Background: an optimization exercise with open tools, aiming at small area and a short achievable clock period. Do not read the settings as production practice. The RTL was checked by simulation tests, not by an equivalence proof against the original design. Power figures rest on the tool's default switching activity, not on a simulated workload.

Design FloatingPoint_Multiplier_Complete, start of the top module:
module FloatingPoint_Multiplier_Complete (
    input wire         clk,
    input wire         rst,
    input  wire [15:0] a,
    input  wire [15:0] b,
    output reg  [15:0] result,
    output reg         overflow,
    output reg         underflow
);
Settings: LEC_CHECK=0, ABC_CLOCK_PERIOD_IN_PS=2500, CAP_MARGIN=20, CORE_MARGIN=2, CORE_UTILIZATION=55, CTS_BUF_LIST=sky130_fd_sc_hd__clkbuf_8, SETUP_SLACK_MARGIN=4.0, SLEW_MARGIN=20; clock period 7.5 ns.
standard.sh (not shown) runs the stock make flow with config.mk's settings and CLKGATE_MAP_FILE= SYNTH_SCRIPT=/design/flow/synth_recipe.tcl, a recipe that flattens the netlist after the stock synthesis.
==> flow/flow/run.sh <==
#!/bin/bash
# Own layout flow: the standard flow (standard.sh) with two changes:
#  - synthesis runs Yosys's synth without its generic "abc -fast" pass
#    (-noabc), so the full adders written in the RTL reach extract_fa as
#    written instead of being remapped first; everything else in
#    synth_recipe.tcl (flatten, renames, registers) is unchanged;
#  - port buffers use the buffer cell named in flow/ports.txt.
# Each tool's output is in the ORFS logs under orfs/logs; make's own output
# goes to flow.log here.
set -euo pipefail
here=$(pwd)
first=$(head -n 1 synth_recipe.tcl)
if [[ "$first" != 'proc synth {args} { yosys synth -nofsm -noshare {*}$args }' ]]; then
  echo "unexpected first line of synth_recipe.tcl: $first" >&2
  exit 1
fi
{ echo 'proc synth {args} { yosys synth -nofsm -noshare -noabc {*}$args }'; tail -n +2 synth_recipe.tcl; } > own_synth.tcl
buf=$(tr -d ' \n' < flow/ports.txt)
sed -e "s#SYNTH_SCRIPT=[^ ]*#SYNTH_SCRIPT=$here/own_synth.tcl 'BUFFER_PORTS_ARGS=-buffer_cell $buf'#" standard.sh > own_standard.sh
grep -q own_synth.tcl own_standard.sh
bash own_standard.sh > flow.log 2>&1
==> flow/flow/ports.txt <==
sky130_fd_sc_hd__buf_1
Edit:
Settings changed: CORE_UTILIZATION 55 to 70, SETUP_SLACK_MARGIN 4.0 to 5.0.
Outcome: This time the run never finished: it broke off in 5_1_grt (GRT-0232); area after synthesis is unchanged; synthesized cell count stays the same.
Edit:
Settings changed: SETUP_SLACK_MARGIN 5.0 to 4.0.
The new run completed without violations.
Synthesized cell count is unchanged.
Synthesized area stays the same.

---

## run A
FloatingPoint_Multiplier_Complete, a different RTL version from the one above (not shown whole).
Size: ~650 cells after synthesis, ~52 I/O pins, about 0.0063 mm² of cells after synthesis.
clock: 7.5 ns
lec_check: 0
abc_clock_period_in_ps: 2500
cap_margin: 20
core_margin: 2
core_utilization: 55
cts_buf_list: sky130_fd_sc_hd__clkbuf_8
setup_slack_margin: 4.6
slew_margin: 20
Scripts as last shown in full above: flow/flow/run.sh, flow/flow/ports.txt
--- input diff run A..run B ---
- CORE_UTILIZATION changed from 55 to 65
- SETUP_SLACK_MARGIN changed from 4.6 to 4.7
Notes after the runs:
Compared with run A, via count in run B increased by a few percent. Compared to run A, run B has final cell utilization of the core 12 points higher. Synthesis-to-layout area growth up 1.4 points in run B wrt run A. Compared with run A, run B shows a lower global-route wire length before repair. The sequential power of run A and that of run B are within noise of each other. Run B vs run A: fraction of power consumed by the clock network up. On part of the power in combinational logic, run B tracks run A almost exactly. Diff run A -> run B: post-layout instance area up 1.3%; setup slack after layout up 56 ps. Final critical-path required period was higher in the run labelled run A. Run B ends up with a maximum fanout encountered on the critical timing path that is 1 lower than in run A.
For run C, these inputs were changed with respect to run B:
- CORE_UTILIZATION: 65 -> 45
Notes after the runs:
- For run B, the critical path start-end classification was flip-flop to flip-flop, unlike run C, where it was flip-flop to output port.
- Run B leaves less setup margin than run C.
- When the final numbers for run C and run B were put side by side, the maximum fanout along the worst path turned out to be smaller in run B.
- Against run B, run C comes in about 43% higher on area enclosed by the die boundary.
- Diff run C..run B | number of routed nets with antenna violations | unchanged
Modified inputs, run D compared to run C
- a change of CTS_BUF_LIST from sky130_fd_sc_hd__clkbuf_8 to sky130_fd_sc_hd__clkbuf_8 sky130_fd_sc_hd__clkbuf_16
- a change of CORE_UTILIZATION from 45 to 55
--- outcome ---
Comparing run D and run C, maximum fanout along the worst path is higher on run C.
Taking run C as the reference, in run D number of standard cells in the layout, taps in and fillers out went down by about 5%, core utilization went up by 11 points, least setup slack across all paths after layout went up by 12 ps.
Run D reports a higher overall power than run C does.
Run D -> run C: cell area flat
r2_a[10] as the critical path launch point was reported by run D, and r3_nz by run C.
Number of cells on the critical path was higher in run D than in run C.
| minimum hold slack | run D vs run C | 6.7 ps lower |
Run D vs run C — first-pass GRT wire length climbed by a few percent
> inputs changed (run D -> run E)
- a change of CORE_UTILIZATION from 55 to 50
- a change of CTS_BUF_LIST from sky130_fd_sc_hd__clkbuf_8 sky130_fd_sc_hd__clkbuf_16 to sky130_fd_sc_hd__clkbuf_8
Mean number of vias per cell came out lower on run E than on run D.
Going from run D to run E, the wire length on met3 was found to have gone down by about 24%.
Looking at post-route clock period utilization, run E sits 0.21 points above run D.
Diff run D -> run E: largest stage delay on the critical path has decreased, count of clock-buffer cells in the layout -1, via count fell by 19, share of power burned in combinational logic shows an increase of 1.6 points, non-clock buffer count went up by 5.7%.
diff inputs: run E => run F
- changing SETUP_SLACK_MARGIN from 4.7 to 4.5
- changing CORE_UTILIZATION from 50 to 55
Setup slack came out lower on run F than on run E. Delta (run F minus run E): detailed placer's ending HPWL fell by 1.2%; non-clock buffer count fell by about 5.4%. Higher fmax goes to run E over run F. Sequential power across run E and run F: no real change.

-- afterwards: timing with drivers on the ports --
The results above use ideal ports. As a check the final layouts listed here were re-extracted and re-timed, cells and wires unchanged. Step 1: set_driving_cell puts a clkbuf_16 on clk and a buf_2 on each other input, an assumption about the parent block. Step 2 moves the port delays by t, midway between the first and last clock arrival at a register: inputs arrive t later, outputs are due t later. That takes back most of the time a late clock gives input paths. a / b / c = no drivers / after step 1 / after step 2; a / b = the first two.
run | shift t [ns] | setup WS [ns] | latest minus earliest clock arrival (ns)
the first run of note 1 | 0.410 | 4.351 / 4.351 / 4.351 | 0.008 / 0.008
the third run of note 1 | 0.385 | 4.402 / 4.402 / 4.402 | 0.011 / 0.011
run A | 0.403 | 4.701 / 4.689 / 4.570 | 0.012 / 0.012
run B | 0.401 | 4.757 / 4.743 / 4.602 | 0.011 / 0.011
run C | 0.407 | 4.792 / 4.755 / 4.582 | 0.018 / 0.018
run D | 0.382 | 4.804 / 4.784 / 4.608 | 0.008 / 0.007
run E | 0.402 | 4.789 / 4.756 / 4.601 | 0.010 / 0.010
run F | 0.403 | 4.645 / 4.645 / 4.578 | 0.011 / 0.012
After both steps every run listed still meets setup and hold. For run C, which loses most, drivers alone change the setup slack by -0.037 ns; drivers and shift together by -0.210 ns.
